This is an optimization exercise on Yosys and OpenROAD, whose aim is small area and few clock cycles per item, not a production implementation. Function not checked in this run: the RTL went through the layout flow alone. Power figures rest on the tool's default switching activity, not on a simulated workload.

--- run.sh ---
#!/bin/bash
# synth_recipe.tcl (not shown) runs the flow's synth.tcl, then flattens the netlist and writes it again
# the make line also repeats each setting of config.mk as NAME=value (left out here)
make -C /OpenROAD-flow-scripts/flow DESIGN_CONFIG=/design/flow/config.mk WORK_HOME=/design/flow/orfs CLKGATE_MAP_FILE= SYNTH_SCRIPT=/design/flow/synth_recipe.tcl finish
--- config.mk ---
export PLATFORM = sky130hd
export DESIGN_NAME = aq_axils_sample
export DESIGN_NICKNAME = aq_axils_sample
export VERILOG_FILES = /design/flow/design.v
export SDC_FILE = /design/flow/constraint.sdc
export NUM_CORES = 4
export LEC_CHECK = 0
export CAP_MARGIN = 20
export CORE_MARGIN = 2
export CORE_UTILIZATION = 35
export SLEW_MARGIN = 20
--- constraint.sdc ---
create_clock -name core_clock -period 5.0 [get_ports {ACLK}]
set_input_delay 1.0000 -clock core_clock [delete_from_list [all_inputs] [get_ports {ACLK}]]
set_output_delay 1.0000 -clock core_clock [all_outputs]
set_load 0.01 [all_outputs]
--- design.v ---
module aq_axils_sample
(
  input         ARESETN,
  input         ACLK,
  input [31:0]  S_AXI_AWADDR,
  input [3:0]   S_AXI_AWCACHE,
  input [2:0]   S_AXI_AWPROT,
  input         S_AXI_AWVALID,
  output        S_AXI_AWREADY,
  input [31:0]  S_AXI_WDATA,
  input [3:0]   S_AXI_WSTRB,
  input         S_AXI_WVALID,
  output        S_AXI_WREADY,
  output        S_AXI_BVALID,
  input         S_AXI_BREADY,
  output [1:0]  S_AXI_BRESP,
  input [31:0]  S_AXI_ARADDR,
  input [3:0]   S_AXI_ARCACHE,
  input [2:0]   S_AXI_ARPROT,
  input         S_AXI_ARVALID,
  output        S_AXI_ARREADY,
  output [31:0] S_AXI_RDATA,
  output [1:0]  S_AXI_RRESP,
  output        S_AXI_RVALID,
  input         S_AXI_RREADY,
  output [31:0] LOCAL_REG0,
  output [31:0] LOCAL_REG1,
  output [31:0] LOCAL_REG2,
  output [31:0] LOCAL_REG3
);
  localparam S_IDLE   = 2'd0;
  localparam S_WRITE  = 2'd1;
  localparam S_WRITE2 = 2'd2;
  localparam S_READ   = 2'd3;
  reg [1:0]     state;
  reg           reg_rnw;
  reg [31:0]    reg_addr, reg_wdata;
  reg [3:0]     reg_be;
  reg           reg_wallready;
  wire          local_cs, local_rnw, local_ack;
  wire [3:0]    local_be;
  wire [31:0]   local_addr, local_wdata, local_rdata;
  always @( posedge ACLK or negedge ARESETN ) begin
    if( !ARESETN ) begin
      state         <= S_IDLE;
      reg_rnw       <= 1'b0;
      reg_addr      <= 32'd0;
      reg_wdata     <= 32'd0;
      reg_be        <= 4'd0;
      reg_wallready <= 1'b0;
    end else begin
      if( S_AXI_WVALID ) begin
        reg_wdata     <= S_AXI_WDATA;
        reg_be        <= S_AXI_WSTRB;
        reg_wallready <= 1'b1;
      end else if( local_ack & S_AXI_BREADY ) begin
        reg_wallready <= 1'b0;
      end
      case( state )
        S_IDLE: begin
          if( S_AXI_AWVALID ) begin
            reg_rnw   <= 1'b0;
            reg_addr  <= S_AXI_AWADDR;
            state     <= S_WRITE;
          end else if( S_AXI_ARVALID ) begin
            reg_rnw   <= 1'b1;
            reg_addr  <= S_AXI_ARADDR;
            state     <= S_READ;
          end
        end
        S_WRITE: begin
          if( reg_wallready ) begin
            state     <= S_WRITE2;
          end
        end
        S_WRITE2: begin
          if( local_ack & S_AXI_BREADY ) begin
            state     <= S_IDLE;
          end
        end
        S_READ: begin
          if( local_ack & S_AXI_RREADY ) begin
            state     <= S_IDLE;
          end
        end
        default: state <= S_IDLE;
      endcase
    end
  end
  assign S_AXI_AWREADY  = ( state == S_WRITE || state == S_IDLE )?1'b1:1'b0;
  assign S_AXI_WREADY   = ( state == S_WRITE || state == S_IDLE )?1'b1:1'b0;
  assign S_AXI_BVALID   = ( state == S_WRITE2 )?local_ack:1'b0;
  assign S_AXI_BRESP    = 2'b00;
  assign S_AXI_ARREADY  = ( state == S_READ  || state == S_IDLE )?1'b1:1'b0;
  assign S_AXI_RVALID   = ( state == S_READ )?local_ack:1'b0;
  assign S_AXI_RRESP    = 2'b00;
  assign S_AXI_RDATA    = ( state == S_READ )?local_rdata:32'd0;
  wire          wr_ena, rd_ena, wr_ack;
  reg           rd_ack;
  reg [31:0]    reg_rdata;
  assign local_cs           = (( state == S_WRITE2 )?1'b1:1'b0) | (( state == S_READ )?1'b1:1'b0) | 1'b0;
  assign local_rnw          = reg_rnw;
  assign local_addr[31:0]   = reg_addr[31:0];
  assign local_be[3:0]      = reg_be[3:0];
  assign local_wdata[31:0]  = reg_wdata[31:0];
  assign local_ack          = wr_ack | rd_ack;
  assign local_rdata[31:0]  = reg_rdata[31:0];
  assign wr_ena = (local_cs & ~local_rnw)?1'b1:1'b0;
  assign rd_ena = (local_cs &  local_rnw)?1'b1:1'b0;
  assign wr_ack = wr_ena;
  localparam A_REG0 = 8'h00;
  localparam A_REG1 = 8'h04;
  localparam A_REG2 = 8'h08;
  localparam A_REG3 = 8'h0C;
  reg [31:0]    reg_data0, reg_data1, reg_data2, reg_data3;
  always @(posedge ACLK or negedge ARESETN) begin
    if(!ARESETN) begin
      reg_data0[31:0] <= 32'd0;
      reg_data1[31:0] <= 32'd0;
      reg_data2[31:0] <= 32'd0;
      reg_data3[31:0] <= 32'd0;
    end else begin
      if(wr_ena) begin
        case(local_addr[7:0] & 8'hFC)
          A_REG0:
            begin
              reg_data0[31:0] <= local_wdata[31:0];
            end
          A_REG1:
            begin
              reg_data1[31:0] <= local_wdata[31:0];
            end
          A_REG2:
            begin
              reg_data2[31:0] <= local_wdata[31:0];
            end
          A_REG3:
            begin
              reg_data3[31:0] <= local_wdata[31:0];
            end
          default:
            begin
            end
        endcase
      end
    end
  end
  always @(posedge ACLK or negedge ARESETN) begin
    if(!ARESETN) begin
      reg_rdata[31:0] <= 32'd0;
      rd_ack <= 1'b0;
    end else begin
      rd_ack <= rd_ena;
      if(rd_ena) begin
        case(local_addr[7:0] & 8'hFC)
          A_REG0:   reg_rdata[31:0] <= reg_data0[31:0];
          A_REG1:   reg_rdata[31:0] <= reg_data1[31:0];
          A_REG2:   reg_rdata[31:0] <= reg_data2[31:0];
          A_REG3:   reg_rdata[31:0] <= reg_data3[31:0];
          default:  reg_rdata[31:0] <= 32'd0;
        endcase
      end
    end
  end
  assign LOCAL_REG0[31:0] = reg_data0[31:0];
  assign LOCAL_REG1[31:0] = reg_data1[31:0];
  assign LOCAL_REG2[31:0] = reg_data2[31:0];
  assign LOCAL_REG3[31:0] = reg_data3[31:0];
endmodule
==> out/summary.txt <==
Core area: 0.0245 mm^2
Worst setup startpoint: state[0]
Final Skew: 0.00828 ns
WS Path Type: reg2out
Initial antenna violation count: 0
Via count: 5,666
Skew-Pair Late Insertion Delay: 0.50 ns
# IOs: 290
Area delta synth->final: 36.3%
Gpl congestion: 0.755
Final Slew Violations: 0
Die footprint: 0.0263 mm^2
Main combinational cell family by area after synthesis: multiplexers
Routed WL per cell: 21.8 um
Num CTS Buffers: 24
Top cell type by total area after synthesis: dfrtp_1
Slowest cell delay on critical path: 0.74 ns
XOR/XNOR Fraction of Synth Area: 0%
Synth warn: 1
Reg2Reg Depth: 6
Total congestion overflow: 0
Number of fill cells: 2,154
Clock buffer depth: 3
# rows: 57
CTS tree: done
Vias/cell: 5.07
Average cell area after synthesis: 15.5 um^2
Placed cell areas: 0.0112 mm^2
Startpoint types: flip-flop
Critical path data arrival time: 2.48 ns
Post-detailed-route count of antenna-violating nets: 0
H-tree depth: 1
Syn Inst Count: 565
Clk root buf: clkbuf_16
Finish-stage setup viols: 0
RSZ-0062 raised after global routing: no
Post-CTS Setup Repair Bufs: 0
Multiplexer area fraction after synthesis: 29.1%
Ys async rst share: 100%
Initial Util: 35.8%
Synth Cell Area: 0.00876 mm^2
Clock slew at reported path FFs: 0.05 ns
Hold_buf cts: 0
Final std cell area, no fill: 0.0119 mm^2
Type of the worst min-delay path: reg2reg
Worst-path maximum fanout: 37
Vert. Die Dim: 162 um
Vias in the first global route: 6,366
CP Cell Sequence: ha_2, and2_1, clkdlybuf4s50_1
Setup crit end kind: output port
Largest cells by area after synthesis: dfrtp_1 (58%), mux2_2 (20%), mux4_2 (8.2%)
Post-synth top cells: dfrtp_1 (203), mux2_2 (158), a22o_1 (36), and2_1 (34), mux4_2 (32)
Worst slew pin tran: 1.06 ns
Slowest-stage cell, CP: ha_2
DRC Markers: 0
Final Net Count: 899
Synth unique cells: 36
Post-Route WL: 24,300 um
Hold Crit Depth: 1
Worst path required time: 4.00 ns
FMAX: 287 MHz
Share of the synthesized area in the top cell type: 58.0%
Post-synth top flop: dfrtp_1
Initial drt markers: 212
Die width: 162 um
Leakage: 0.00530 uW
Final hold slack: 0.498 ns
Peak VDD IR: 263 uV
Post-Synth Adder-Cell Area: 0.571%
Period utilisation layout: 69.6%
Post-Route Setup TNS: 0 ns
Worst flop-to-flop path endpoint: reg_data2[29]
Final Core Density: 48.8%
Outcome: complete, no violations
Yosys reg bits: 203
Simple-gate share of the synthesized area: 4.46%
EDFF count, synth: 0
Pwr dens: 542 mW/mm^2
Count leader, synth: dfrtp_1
Worst reg-to-reg setup slack: 1.89 ns
Reg2reg start: state[0]
Total iterations of the first detailed-routing run: 4
Final hold violations: 0
Max cap viols: 0
Total GRT Usage: 18.5%
Hold_sp: reg_rdata[5]
Register area share after synthesis: 58.0%
Cts repair resizes: 0
Dpl hpwl: 15,300 um
Pin count of the biggest net entering global routing: 111
Port Buffer Count: 215
Hold EP: reg_rdata[5]
Compound-Gate Fraction of Synth Area: 4.78%
Area of the multi-input gates: 0.00345 mm^2
Max-slew headroom: 29.0%
First-pass GRT wire length: 37,500 um
Fin crit period: 3.48 ns
Layout cell share with drive strength beyond 1: 31.2%
Clk sink count: 203
Register Area: 0.00508 mm^2
## kinds of logic after synthesis
logic type,Yosys count
flops,203
mux,195
simple gates,60
compound gates,52
buf+inv,50
fa+ha+maj,4
other cells,1
## layout make-up
type | count | area share [%]
diodes | 1 | 0.0210
inverters | 6 | 0.189
repair buffers | 224 | 18.7
multi-input cells | 315 | 28.9
clock buffers | 39 | 6.01
well taps | 324 | 3.40
flip-flops and latches | 203 | 42.6
clock inverters | 5 | 0.241
## registers in the layout, indices dropped and copies added (netlist names)
register,cells
reg_data0,32
reg_wdata,32
reg_rnw,1
reg_data2,32
reg_data3,32
reg_data1,32
reg_wallready,1
rd_ack,1
state,2
reg_rdata,32
local_addr,6
## stage by stage
step / instances / worst slack [ns] / power (uW)
floorplan: 568 / 2.57 / 3640
finish: 1117 / 1.52 / 6470
detailed placement: 1072 / 1.79 / 4900
CTS: 1116 / 1.42 / 6570
global route: 1116 / 1.31 / 6830
global placement: 1072 / 1.86 / 4830
## metal layers
layer / wire length [um] / share of wire (%) / global-route usage [%]
met1: 10200 / 42 / 23.7
met2: 11900 / 49 / 31.4
met3: 1920 / 7.9 / 5.75
met4: 282 / 1.2 / 3.54
met5: 0 / 0 / 0
## cell usage in the layout (no fill, tap or decap), types with 2 or more instances in the layout
master,instances
clkdlybuf4s50_1,213
dfrtp_1,201
mux2_2,158
a22o_1,36
and2_1,34
mux4_2,32
clkbuf_16,25
nand2_1,11
clkbuf_1,10
buf_4,8
inv_1,6
clkbuf_8,5
nand3_1,4
o22ai_1,4
a21oi_1,4
conb_1,4
clkinv_2,4
mux2_1,3
ha_1,3
nor3b_4,2
o21ai_0,2
mux2i_1,2
dfrtp_2,2
## power by group
part	internal, uW	switching (uW)	leakage, uW
combinational	1370	922	0.00223
sequential	2110	431	0.00269
clock	979	657	0.000369
total	4460	2010	0.00530
## critical path: cells and delay by family (launching register included)
family / cells / cell delay [ns]
flops: 1 / 0.39
buf+inv: 1 / 0.60
fa+ha+maj: 1 / 0.74
simple gates: 1 / 0.24
## worst max-delay path by stage
stage                            endpoint  cells past startpoint
after floorplan              S_AXI_WREADY                      6
after global placement      reg_data2[20]                      6
after detailed placement    reg_data2[21]                      6
after CTS                 S_AXI_RDATA[31]                      3
after global routing       S_AXI_RDATA[0]                      3
final                      S_AXI_RDATA[0]                      3

## separate check: timing with driven ports
In the flow no input, the clock included, has a driving cell. The finished layout below was timed again as built, in two steps. Step 1 (the two cells are an assumption about what drives the block):
set clk [get_ports {ACLK}]
set_driving_cell -lib_cell sky130_fd_sc_hd__clkbuf_16 $clk
set_driving_cell -lib_cell sky130_fd_sc_hd__buf_2 [delete_from_list [all_inputs] $clk]
Step 2, shift: input delay + t, output delay - t, t = (earliest + latest rising clock arrival at the registers) / 2. This alone moves slack from input paths to output paths. Slacks: ideal / step 1 / step 2; pairs: ideal / step 1.
t, ns: 0.543
setup WS [ns]: 1.522 / 1.476 / 1.886
worst setup path at the end: register to register
latest minus earliest clock arrival (ns): 0.010 / 0.010
cell pins on the clock port's net: 1
After both steps this run still meets setup and hold. For this run, drivers alone change the setup slack by -0.046 ns; drivers and shift together by +0.364 ns.
